What follows belongs to an exercise in optimizing a design on an open flow for small area, a short achievable clock period and few clock cycles per item; a production flow would make more cautious choices.
At most, simulation tests tie the RTL to the original design; equivalence was not proved.
The clock port is modelled as an ideal driver; clocking choices that lean on that would not hold on a real chip.

==> run D <==
## square_root32
module square_root32(
		input wire iCLOCK,
		input wire inRESET,
		input wire iDATA_REQ,
		output wire oDATA_BUSY,
		input wire [31:0] iDATA,
		output wire oDATA_VALID,
		input wire iDATA_BUSY,
		output wire [15:0] oDATA
	);
export LEC_CHECK = 0
export ABC_AREA = 1
export CAP_MARGIN = 20
export CORE_MARGIN = 2
export CORE_UTILIZATION = 78
export CTS_BUF_LIST = sky130_fd_sc_hd__clkbuf_16
export CTS_CLUSTER_DIAMETER = 80
export CTS_CLUSTER_SIZE = 28
export SLEW_MARGIN = 20
create_clock -name core_clock -period 15.0 [get_ports {iCLOCK}]
standard.sh (not shown) runs the stock make flow with config.mk's settings and CLKGATE_MAP_FILE= SYNTH_SCRIPT=/design/flow/synth_recipe.tcl, a recipe that flattens the netlist after the stock synthesis.
==> flow/flow/run.sh <==
#!/bin/bash
bash standard.sh SETUP_SLACK_MARGIN=10.9 BUFFER_PORTS_ARGS='-buffer_cell sky130_fd_sc_hd__buf_1' finish > standard.log 2>&1
==> inputs of run M, as changes to run D <==
==> flow/flow/run.sh (replaced) <==
#!/bin/bash
# The standard layout (standard.sh, unchanged synthesis and steps), with:
# - a larger setup margin for ORFS's timing repair, so that repair works
#   towards a shorter achieved period;
# - port buffers of the smallest buffer cell (repair upsizes them as needed);
bash standard.sh SETUP_SLACK_MARGIN=10.9 BUFFER_PORTS_ARGS='-buffer_cell sky130_fd_sc_hd__buf_1' POST_CTS_TCL="$(pwd)/flow/flatten_clk.tcl" finish > standard.log 2>&1
==> flow/flow/flatten_clk.tcl (new file) <==
# Remove the clock tree's intermediate level: the root clock buffer then
# drives the leaf clock buffers directly. Every register keeps the same
# number of buffers (two) between the clock port and its clock pin.
set block [ord::get_db_block]
set root [$block findInst clkbuf_0_iCLOCK]
set rootnet [[$root findITerm X] getNet]
set mids {}
foreach it [$rootnet getITerms] {
  set inst [$it getInst]
  if {$inst eq $root} continue
  if {[string match "clkbuf_leaf_*" [$inst getName]]} continue
  lappend mids $inst
}
foreach inst $mids {
  if {![string match "clkbuf_*" [$inst getName]]} { error "unexpected load [$inst getName] on the root clock net" }
  set onet [[$inst findITerm X] getNet]
  set loads {}
  foreach it [$onet getITerms] { if {[$it getInst] ne $inst} { lappend loads $it } }
  set dummies {}
  foreach it $loads {
    if {[string match "clkload*" [[$it getInst] getName]]} { lappend dummies [$it getInst]; continue }
    if {![string match "clkbuf_leaf_*" [[$it getInst] getName]]} { error "unexpected load [[$it getInst] getName]" }
    $it disconnect
    $it connect $rootnet
  }
  puts "flatten_clk: removed [$inst getName], moved [llength $loads] leaf buffers to [$rootnet getName]"
  foreach d $dummies {
    puts "flatten_clk: removed dummy load [$d getName]"
    odb::dbInst_destroy $d
  }
  odb::dbInst_destroy $inst
  odb::dbNet_destroy $onet
}
--- a/flow/config.mk
+++ b/flow/config.mk
@@ -9,7 +9,7 @@
 export CAP_MARGIN = 20
 export CORE_MARGIN = 2
-export CORE_UTILIZATION = 78
+export CORE_UTILIZATION = 68
 export CTS_BUF_LIST = sky130_fd_sc_hd__clkbuf_16
-export CTS_CLUSTER_DIAMETER = 80
-export CTS_CLUSTER_SIZE = 28
+export CTS_CLUSTER_DIAMETER = 70
+export CTS_CLUSTER_SIZE = 22
 export SLEW_MARGIN = 20
==> run notes <==
Run D finished clean. Run M finished with timing, DRC and antenna clean.
Between run M and run D, the lower register-to-register slack is in run D (gap 0.05 ns).
Setup slack: run D is lower than run M (0.077 ns).
Between run M and run D, the lower count of clock-buffer cells in the layout is in run D (gap 1).
In run D the fmax is smaller than in run M, by 1.9%.
==> figures <==
| metric | run D | run M |
|---|---|---|
| Status | timing/DRC/antenna clean | timing/DRC/antenna clean |
| Multi-input combinational area share | 0.3981 | 0.3951 |
| Initial standard-cell utilization of the core | 0.8023 | 0.6904 |
| Area of combinational cells with multiple inputs | 0.005884 mm^2 | 0.005868 mm^2 |
| Worst Min Path Start | x2[2]$_DFFE_PN_ | x10[5]$_DFFE_PN_ |
| Tap cells | 225 | 270 |
| Sequential share of cell area | 0.4700 | 0.4677 |
| First-pass GRT wire length | 43.69 mm | 41.54 mm |
| Cell count after placement | 1808 | 1854 |
Testbench counts of run D, summed over its fixed seeds: cycles 12,056, items 12,000.
Testbench counts of run M, summed over its fixed seeds: cycles 12,056, items 12,000.

==> inputs of build 91 <==
==> flow/design.v <==
`default_nettype none
module square_root32(
		input wire iCLOCK,
		input wire inRESET,
		input wire iDATA_REQ,
		output wire oDATA_BUSY,
		input wire [31:0] iDATA,
		output wire oDATA_VALID,
		input wire iDATA_BUSY,
		output wire [15:0] oDATA
	);
	reg b_skid_valid;
	reg [15:0] b_skid_data;
	reg b_out_valid;
	reg [15:0] b_out_data;
	wire adv = !b_skid_valid;
	reg b_v1;
	reg b_v2;
	reg b_v3;
	reg b_v4;
	reg b_v5;
	reg b_v6;
	wire [31:0] x0;
	wire [0:0] q1;
	wire [1:0] r1;
	wire [29:0] x1;
	reg [1:0] qn2;
	wire [1:0] q2 = ~qn2;
	reg [2:0] r2;
	reg [27:0] x2;
	wire [2:0] q3;
	wire [3:0] r3;
	wire [25:0] x3;
	wire [3:0] q4;
	wire [4:0] r4;
	wire [23:0] x4;
	reg [4:0] qn5;
	wire [4:0] q5 = ~qn5;
	reg [5:0] r5;
	reg [21:0] x5;
	wire [5:0] q6;
	wire [6:0] r6;
	wire [19:0] x6;
	wire [6:0] q7;
	wire [7:0] r7;
	wire [17:0] x7;
	reg [7:0] qn8;
	wire [7:0] q8 = ~qn8;
	reg [8:0] r8;
	reg [15:0] x8;
	wire [8:0] q9;
	wire [9:0] r9;
	wire [13:0] x9;
	reg [9:0] qn10;
	wire [9:0] q10 = ~qn10;
	reg [10:0] r10;
	reg [11:0] x10;
	wire [10:0] q11;
	wire [11:0] r11;
	wire [9:0] x11;
	reg [11:0] qn12;
	wire [11:0] q12 = ~qn12;
	reg [12:0] r12;
	reg [7:0] x12;
	wire [12:0] q13;
	wire [13:0] r13;
	wire [5:0] x13;
	reg [13:0] qn14;
	wire [13:0] q14 = ~qn14;
	reg [14:0] r14;
	reg [3:0] x14;
	wire [14:0] q15;
	wire [15:0] r15;
	wire [1:0] x15;
	wire [15:0] q16;
	assign x0 = iDATA;
	wire ge0 = (x0[31:30] != 2'b00);
	assign q1 = {ge0};
	assign r1 = (ge0 ? (x0[31:30] - 2'd1) : x0[31:30]);
	assign x1 = x0[29:0];
	wire [3:0] t1 = {r1, x1[29:28]};
	wire [4:0] d1 = {1'b0, t1} - {2'b00, q1, 2'b01};
	wire ge1 = !d1[4];
	always @(posedge iCLOCK) begin
		if (adv) begin
			qn2 <= ~{q1, ge1};
			r2 <= (ge1 ? d1[2:0] : t1[2:0]);
			x2 <= x1[27:0];
		end
	end
	wire [4:0] t2 = {r2, x2[27:26]};
	wire [5:0] d2 = {1'b0, t2} - {2'b00, q2, 2'b01};
	wire ge2 = !d2[5];
	assign q3 = {q2, ge2};
	assign r3 = (ge2 ? d2[3:0] : t2[3:0]);
	assign x3 = x2[25:0];
	wire [5:0] t3 = {r3, x3[25:24]};
	wire [6:0] d3 = {1'b0, t3} - {2'b00, q3, 2'b01};
	wire ge3 = !d3[6];
	assign q4 = {q3, ge3};
	assign r4 = (ge3 ? d3[4:0] : t3[4:0]);
	assign x4 = x3[23:0];
	wire [6:0] t4 = {r4, x4[23:22]};
	wire [7:0] d4 = {1'b0, t4} - {2'b00, q4, 2'b01};
	wire ge4 = !d4[7];
	always @(posedge iCLOCK) begin
		if (adv) begin
			qn5 <= ~{q4, ge4};
			r5 <= (ge4 ? d4[5:0] : t4[5:0]);
			x5 <= x4[21:0];
		end
	end
	wire [7:0] t5 = {r5, x5[21:20]};
	wire [8:0] d5 = {1'b0, t5} - {2'b00, q5, 2'b01};
	wire ge5 = !d5[8];
	assign q6 = {q5, ge5};
	assign r6 = (ge5 ? d5[6:0] : t5[6:0]);
	assign x6 = x5[19:0];
	wire [8:0] t6 = {r6, x6[19:18]};
	wire [9:0] d6 = {1'b0, t6} - {2'b00, q6, 2'b01};
	wire ge6 = !d6[9];
	assign q7 = {q6, ge6};
	assign r7 = (ge6 ? d6[7:0] : t6[7:0]);
	assign x7 = x6[17:0];
	wire [9:0] t7 = {r7, x7[17:16]};
	wire [10:0] d7 = {1'b0, t7} - {2'b00, q7, 2'b01};
	wire ge7 = !d7[10];
	always @(posedge iCLOCK) begin
		if (adv) begin
			qn8 <= ~{q7, ge7};
			r8 <= (ge7 ? d7[8:0] : t7[8:0]);
			x8 <= x7[15:0];
		end
	end
	wire [10:0] t8 = {r8, x8[15:14]};
	wire [11:0] d8 = {1'b0, t8} - {2'b00, q8, 2'b01};
	wire ge8 = !d8[11];
	assign q9 = {q8, ge8};
	assign r9 = (ge8 ? d8[9:0] : t8[9:0]);
	assign x9 = x8[13:0];
	wire [11:0] t9 = {r9, x9[13:12]};
	wire [12:0] d9 = {1'b0, t9} - {2'b00, q9, 2'b01};
	wire ge9 = !d9[12];
	always @(posedge iCLOCK) begin
		if (adv) begin
			qn10 <= ~{q9, ge9};
			r10 <= (ge9 ? d9[10:0] : t9[10:0]);
			x10 <= x9[11:0];
		end
	end
	wire [12:0] t10 = {r10, x10[11:10]};
	wire [13:0] d10 = {1'b0, t10} - {2'b00, q10, 2'b01};
	wire ge10 = !d10[13];
	assign q11 = {q10, ge10};
	assign r11 = (ge10 ? d10[11:0] : t10[11:0]);
	assign x11 = x10[9:0];
	wire [13:0] t11 = {r11, x11[9:8]};
	wire [14:0] d11 = {1'b0, t11} - {2'b00, q11, 2'b01};
	wire ge11 = !d11[14];
	always @(posedge iCLOCK) begin
		if (adv) begin
			qn12 <= ~{q11, ge11};
			r12 <= (ge11 ? d11[12:0] : t11[12:0]);
			x12 <= x11[7:0];
		end
	end
	wire [14:0] t12 = {r12, x12[7:6]};
	wire [15:0] d12 = {1'b0, t12} - {2'b00, q12, 2'b01};
	wire ge12 = !d12[15];
	assign q13 = {q12, ge12};
	assign r13 = (ge12 ? d12[13:0] : t12[13:0]);
	assign x13 = x12[5:0];
	wire [15:0] t13 = {r13, x13[5:4]};
	wire [16:0] d13 = {1'b0, t13} - {2'b00, q13, 2'b01};
	wire ge13 = !d13[16];
	always @(posedge iCLOCK) begin
		if (adv) begin
			qn14 <= ~{q13, ge13};
			r14 <= (ge13 ? d13[14:0] : t13[14:0]);
			x14 <= x13[3:0];
		end
	end
	wire [16:0] t14 = {r14, x14[3:2]};
	wire [17:0] d14 = {1'b0, t14} - {2'b00, q14, 2'b01};
	wire ge14 = !d14[17];
	assign q15 = {q14, ge14};
	assign r15 = (ge14 ? d14[15:0] : t14[15:0]);
	assign x15 = x14[1:0];
	wire [17:0] t15 = {r15, x15[1:0]};
	wire [18:0] d15 = {1'b0, t15} - {2'b00, q15, 2'b01};
	wire ge15 = !d15[18];
	wire [15:0] res = {q15, ge15};
	always @(posedge iCLOCK or negedge inRESET) begin
		if (!inRESET) b_v1 <= 1'b0;
		else if (adv) b_v1 <= iDATA_REQ;
	end
	always @(posedge iCLOCK or negedge inRESET) begin
		if (!inRESET) b_v2 <= 1'b0;
		else if (adv) b_v2 <= b_v1;
	end
	always @(posedge iCLOCK or negedge inRESET) begin
		if (!inRESET) b_v3 <= 1'b0;
		else if (adv) b_v3 <= b_v2;
	end
	always @(posedge iCLOCK or negedge inRESET) begin
		if (!inRESET) b_v4 <= 1'b0;
		else if (adv) b_v4 <= b_v3;
	end
	always @(posedge iCLOCK or negedge inRESET) begin
		if (!inRESET) b_v5 <= 1'b0;
		else if (adv) b_v5 <= b_v4;
	end
	always @(posedge iCLOCK or negedge inRESET) begin
		if (!inRESET) b_v6 <= 1'b0;
		else if (adv) b_v6 <= b_v5;
	end
	wire out_free = !b_out_valid || !iDATA_BUSY;
	always @(posedge iCLOCK or negedge inRESET) begin
		if (!inRESET) begin
			b_out_valid <= 1'b0;
			b_skid_valid <= 1'b0;
		end else if (out_free) begin
			b_out_valid <= b_skid_valid || b_v6;
			b_skid_valid <= 1'b0;
		end else if (!b_skid_valid) begin
			b_skid_valid <= b_v6;
		end
	end
	always @(posedge iCLOCK) begin
		if (out_free) b_out_data <= b_skid_valid ? b_skid_data : res;
		if (!b_skid_valid) b_skid_data <= res;
	end
	assign oDATA_BUSY = b_skid_valid;
	assign oDATA_VALID = b_out_valid;
	assign oDATA = b_out_data;
endmodule
`default_nettype wire
==> flow/flow/run.sh <==
#!/bin/bash
bash standard.sh SETUP_SLACK_MARGIN=10.9 finish > standard.log 2>&1
==> flow/standard.sh <==
#!/bin/bash
# synth_recipe.tcl (not shown) runs the flow's synth.tcl, then flattens the netlist and writes it again
# the make line also repeats each setting of config.mk as NAME=value (left out here)
make -C /OpenROAD-flow-scripts/flow DESIGN_CONFIG=/design/flow/config.mk WORK_HOME=/design/flow/orfs CLKGATE_MAP_FILE= SYNTH_SCRIPT=/design/flow/synth_recipe.tcl "${@:-finish}"
==> flow/config.mk <==
export PLATFORM = sky130hd
export DESIGN_NAME = square_root32
export DESIGN_NICKNAME = square_root32
export VERILOG_FILES = /design/flow/design.v
export SDC_FILE = /design/flow/constraint.sdc
export NUM_CORES = 4
export LEC_CHECK = 0
export ABC_AREA = 1
export CAP_MARGIN = 20
export CORE_MARGIN = 2
export CORE_UTILIZATION = 55
export CTS_BUF_LIST = sky130_fd_sc_hd__clkbuf_16
export CTS_CLUSTER_DIAMETER = 80
export CTS_CLUSTER_SIZE = 28
export SLEW_MARGIN = 20
==> flow/constraint.sdc <==
create_clock -name core_clock -period 15.0 [get_ports {iCLOCK}]
set_input_delay 3.0000 -clock core_clock [delete_from_list [all_inputs] [get_ports {iCLOCK}]]
set_output_delay 3.0000 -clock core_clock [all_outputs]
set_load 0.01 [all_outputs]
==> trial 39: changes against build 91 <==
==> flow/design.v, changed modules only <==
module square_root32(
		input wire iCLOCK,
		input wire inRESET,
		input wire iDATA_REQ,
		output wire oDATA_BUSY,
		input wire [31:0] iDATA,
		output wire oDATA_VALID,
		input wire iDATA_BUSY,
		output wire [15:0] oDATA
	);
	reg b_skid_valid;
	reg [15:0] b_skid_data;
	reg b_out_valid;
	reg [15:0] b_out_data;
	wire adv = !b_skid_valid;
	reg b_v1;
	reg b_v2;
	reg b_v3;
	reg b_v4;
	reg b_v5;
	reg b_v6;
	reg b_v7;
	reg b_v8;
	wire [31:0] x0;
	reg [0:0] q1;
	reg [1:0] r1;
	reg [29:0] x1;
	wire [1:0] q2;
	wire [2:0] r2;
	wire [27:0] x2;
	reg [2:0] q3;
	reg [3:0] r3;
	reg [25:0] x3;
	wire [3:0] q4;
	wire [4:0] r4;
	wire [23:0] x4;
	reg [4:0] q5;
	reg [5:0] r5;
	reg [21:0] x5;
	wire [5:0] q6;
	wire [6:0] r6;
	wire [19:0] x6;
	reg [6:0] q7;
	reg [7:0] r7;
	reg [17:0] x7;
	wire [7:0] q8;
	wire [8:0] r8;
	wire [15:0] x8;
	reg [8:0] q9;
	reg [9:0] r9;
	reg [13:0] x9;
	wire [9:0] q10;
	wire [10:0] r10;
	wire [11:0] x10;
	reg [10:0] q11;
	reg [11:0] r11;
	reg [9:0] x11;
	wire [11:0] q12;
	wire [12:0] r12;
	wire [7:0] x12;
	reg [12:0] q13;
	reg [13:0] r13;
	reg [5:0] x13;
	wire [13:0] q14;
	wire [14:0] r14;
	wire [3:0] x14;
	reg [14:0] q15;
	reg [15:0] r15;
	reg [1:0] x15;
	wire [15:0] q16;
	assign x0 = iDATA;
	wire ge0 = (x0[31:30] != 2'b00);
	always @(posedge iCLOCK) begin
		if (adv) begin
			q1 <= {ge0};
			r1 <= (ge0 ? (x0[31:30] - 2'd1) : x0[31:30]);
			x1 <= x0[29:0];
		end
	end
	wire [3:0] t1 = {r1, x1[29:28]};
	wire [4:0] d1 = {1'b0, t1} - {2'b00, q1, 2'b01};
	wire ge1 = !d1[4];
	assign q2 = {q1, ge1};
	assign r2 = (ge1 ? d1[2:0] : t1[2:0]);
	assign x2 = x1[27:0];
	wire [4:0] t2 = {r2, x2[27:26]};
	wire [5:0] d2 = {1'b0, t2} - {2'b00, q2, 2'b01};
	wire ge2 = !d2[5];
	always @(posedge iCLOCK) begin
		if (adv) begin
			q3 <= {q2, ge2};
			r3 <= (ge2 ? d2[3:0] : t2[3:0]);
			x3 <= x2[25:0];
		end
	end
	wire [5:0] t3 = {r3, x3[25:24]};
	wire [6:0] d3 = {1'b0, t3} - {2'b00, q3, 2'b01};
	wire ge3 = !d3[6];
	assign q4 = {q3, ge3};
	assign r4 = (ge3 ? d3[4:0] : t3[4:0]);
	assign x4 = x3[23:0];
	wire [6:0] t4 = {r4, x4[23:22]};
	wire [7:0] d4 = {1'b0, t4} - {2'b00, q4, 2'b01};
	wire ge4 = !d4[7];
	always @(posedge iCLOCK) begin
		if (adv) begin
			q5 <= {q4, ge4};
			r5 <= (ge4 ? d4[5:0] : t4[5:0]);
			x5 <= x4[21:0];
		end
	end
	wire [7:0] t5 = {r5, x5[21:20]};
	wire [8:0] d5 = {1'b0, t5} - {2'b00, q5, 2'b01};
	wire ge5 = !d5[8];
	assign q6 = {q5, ge5};
	assign r6 = (ge5 ? d5[6:0] : t5[6:0]);
	assign x6 = x5[19:0];
	wire [8:0] t6 = {r6, x6[19:18]};
	wire [9:0] d6 = {1'b0, t6} - {2'b00, q6, 2'b01};
	wire ge6 = !d6[9];
	always @(posedge iCLOCK) begin
		if (adv) begin
			q7 <= {q6, ge6};
			r7 <= (ge6 ? d6[7:0] : t6[7:0]);
			x7 <= x6[17:0];
		end
	end
	wire [9:0] t7 = {r7, x7[17:16]};
	wire [10:0] d7 = {1'b0, t7} - {2'b00, q7, 2'b01};
	wire ge7 = !d7[10];
	assign q8 = {q7, ge7};
	assign r8 = (ge7 ? d7[8:0] : t7[8:0]);
	assign x8 = x7[15:0];
	wire [10:0] t8 = {r8, x8[15:14]};
	wire [11:0] d8 = {1'b0, t8} - {2'b00, q8, 2'b01};
	wire ge8 = !d8[11];
	always @(posedge iCLOCK) begin
		if (adv) begin
			q9 <= {q8, ge8};
			r9 <= (ge8 ? d8[9:0] : t8[9:0]);
			x9 <= x8[13:0];
		end
	end
	wire [11:0] t9 = {r9, x9[13:12]};
	wire [12:0] d9 = {1'b0, t9} - {2'b00, q9, 2'b01};
	wire ge9 = !d9[12];
	assign q10 = {q9, ge9};
	assign r10 = (ge9 ? d9[10:0] : t9[10:0]);
	assign x10 = x9[11:0];
	wire [12:0] t10 = {r10, x10[11:10]};
	wire [13:0] d10 = {1'b0, t10} - {2'b00, q10, 2'b01};
	wire ge10 = !d10[13];
	always @(posedge iCLOCK) begin
		if (adv) begin
			q11 <= {q10, ge10};
			r11 <= (ge10 ? d10[11:0] : t10[11:0]);
			x11 <= x10[9:0];
		end
	end
	wire [13:0] t11 = {r11, x11[9:8]};
	wire [14:0] d11 = {1'b0, t11} - {2'b00, q11, 2'b01};
	wire ge11 = !d11[14];
	assign q12 = {q11, ge11};
	assign r12 = (ge11 ? d11[12:0] : t11[12:0]);
	assign x12 = x11[7:0];
	wire [14:0] t12 = {r12, x12[7:6]};
	wire [15:0] d12 = {1'b0, t12} - {2'b00, q12, 2'b01};
	wire ge12 = !d12[15];
	always @(posedge iCLOCK) begin
		if (adv) begin
			q13 <= {q12, ge12};
			r13 <= (ge12 ? d12[13:0] : t12[13:0]);
			x13 <= x12[5:0];
		end
	end
	wire [15:0] t13 = {r13, x13[5:4]};
	wire [16:0] d13 = {1'b0, t13} - {2'b00, q13, 2'b01};
	wire ge13 = !d13[16];
	assign q14 = {q13, ge13};
	assign r14 = (ge13 ? d13[14:0] : t13[14:0]);
	assign x14 = x13[3:0];
	wire [16:0] t14 = {r14, x14[3:2]};
	wire [17:0] d14 = {1'b0, t14} - {2'b00, q14, 2'b01};
	wire ge14 = !d14[17];
	always @(posedge iCLOCK) begin
		if (adv) begin
			q15 <= {q14, ge14};
			r15 <= (ge14 ? d14[15:0] : t14[15:0]);
			x15 <= x14[1:0];
		end
	end
	wire [17:0] t15 = {r15, x15[1:0]};
	wire [18:0] d15 = {1'b0, t15} - {2'b00, q15, 2'b01};
	wire ge15 = !d15[18];
	wire [15:0] res = {q15, ge15};
	always @(posedge iCLOCK or negedge inRESET) begin
		if (!inRESET) b_v1 <= 1'b0;
		else if (adv) b_v1 <= iDATA_REQ;
	end
	always @(posedge iCLOCK or negedge inRESET) begin
		if (!inRESET) b_v2 <= 1'b0;
		else if (adv) b_v2 <= b_v1;
	end
	always @(posedge iCLOCK or negedge inRESET) begin
		if (!inRESET) b_v3 <= 1'b0;
		else if (adv) b_v3 <= b_v2;
	end
	always @(posedge iCLOCK or negedge inRESET) begin
		if (!inRESET) b_v4 <= 1'b0;
		else if (adv) b_v4 <= b_v3;
	end
	always @(posedge iCLOCK or negedge inRESET) begin
		if (!inRESET) b_v5 <= 1'b0;
		else if (adv) b_v5 <= b_v4;
	end
	always @(posedge iCLOCK or negedge inRESET) begin
		if (!inRESET) b_v6 <= 1'b0;
		else if (adv) b_v6 <= b_v5;
	end
	always @(posedge iCLOCK or negedge inRESET) begin
		if (!inRESET) b_v7 <= 1'b0;
		else if (adv) b_v7 <= b_v6;
	end
	always @(posedge iCLOCK or negedge inRESET) begin
		if (!inRESET) b_v8 <= 1'b0;
		else if (adv) b_v8 <= b_v7;
	end
	wire out_free = !b_out_valid || !iDATA_BUSY;
	always @(posedge iCLOCK or negedge inRESET) begin
		if (!inRESET) begin
			b_out_valid <= 1'b0;
			b_skid_valid <= 1'b0;
		end else if (out_free) begin
			b_out_valid <= b_skid_valid || b_v8;
			b_skid_valid <= 1'b0;
		end else if (!b_skid_valid) begin
			b_skid_valid <= b_v8;
		end
	end
	always @(posedge iCLOCK) begin
		if (out_free) b_out_data <= b_skid_valid ? b_skid_data : res;
		if (!b_skid_valid) b_skid_data <= res;
	end
	assign oDATA_BUSY = b_skid_valid;
	assign oDATA_VALID = b_out_valid;
	assign oDATA = b_out_data;
endmodule
==> flow/flow/run.sh (replaced) <==
#!/bin/bash
bash standard.sh SETUP_SLACK_MARGIN=10.5 CORE_UTILIZATION=65 BUFFER_PORTS_ARGS='-buffer_cell sky130_fd_sc_hd__buf_2' finish > standard.log 2>&1
Settings changed: ABC_AREA 1 to unset, CORE_UTILIZATION 55 to 40, CTS_BUF_LIST sky130_fd_sc_hd__clkbuf_16 to unset, CTS_CLUSTER_DIAMETER 80 to unset, CTS_CLUSTER_SIZE 28 to unset.
==> run notes <==
Max Clock Skew - 0.03034 ns
Setup crit start - qn5[0]
run status - finished clean
comb_multi_in - 1,097
R2R Path End - r8[3]
top flop regs - x2 (28), x5 (22)
die width - 164.9 microns
Signal inverters - 161
Worst-path clk slew - 0.10 ns
design area - 0.01696 sq mm
synthesized-area fraction occupied by adder cells - 11.77%
detailed-route wire length per cell - 15.98 microns
Source of the figures above: build 91

==> run notes <==
Max Clock Skew - 0.01522 ns
Worst-path clk slew - 0.06 ns
design area - 0.01891 sq mm
top flop regs - x1 (30), x3 (26), x5 (22)
run status - finished clean
die width - 163.3 microns
Setup crit start - r9[0]
Source of the figures above: trial 39

No run of this note included a check of the RTL's function; only the layout flow was run.

-- static timing again, ports no longer ideal --
Ports are ideal in the flow. The routed layouts listed here were re-timed in OpenROAD. Step 1: set_driving_cell puts a clkbuf_16 on iCLOCK and a buf_2 on each other input, an assumption about the parent block. Step 2 times the ports against the registers' clock, not the clock port: input delays grow and output delays shrink by t, the midpoint of the rising clock arrivals with the driver on. Slacks: no drivers / after step 1 / after step 2; pairs: no drivers / after step 1.
run	shift t [ns]	slack for setup (ns)	slew at the worst register clock pin (ns)	worst slew at a driven data input, ns
run D	0.530	10.975 / 10.930 / 10.974	0.11 / 0.11	0.03
run M	0.487	11.052 / 11.007 / 10.994	0.09 / 0.09	0.03
build 91	0.550	10.581 / 10.581 / 10.553	0.10 / 0.10	0.05
trial 39	0.599	10.570 / 10.570 / 10.570	0.07 / 0.07	0.03
After both steps setup and hold are still met in every run listed. The setup slack of run M, which loses most, moves by -0.045 ns with the drivers and by -0.058 ns with both steps.
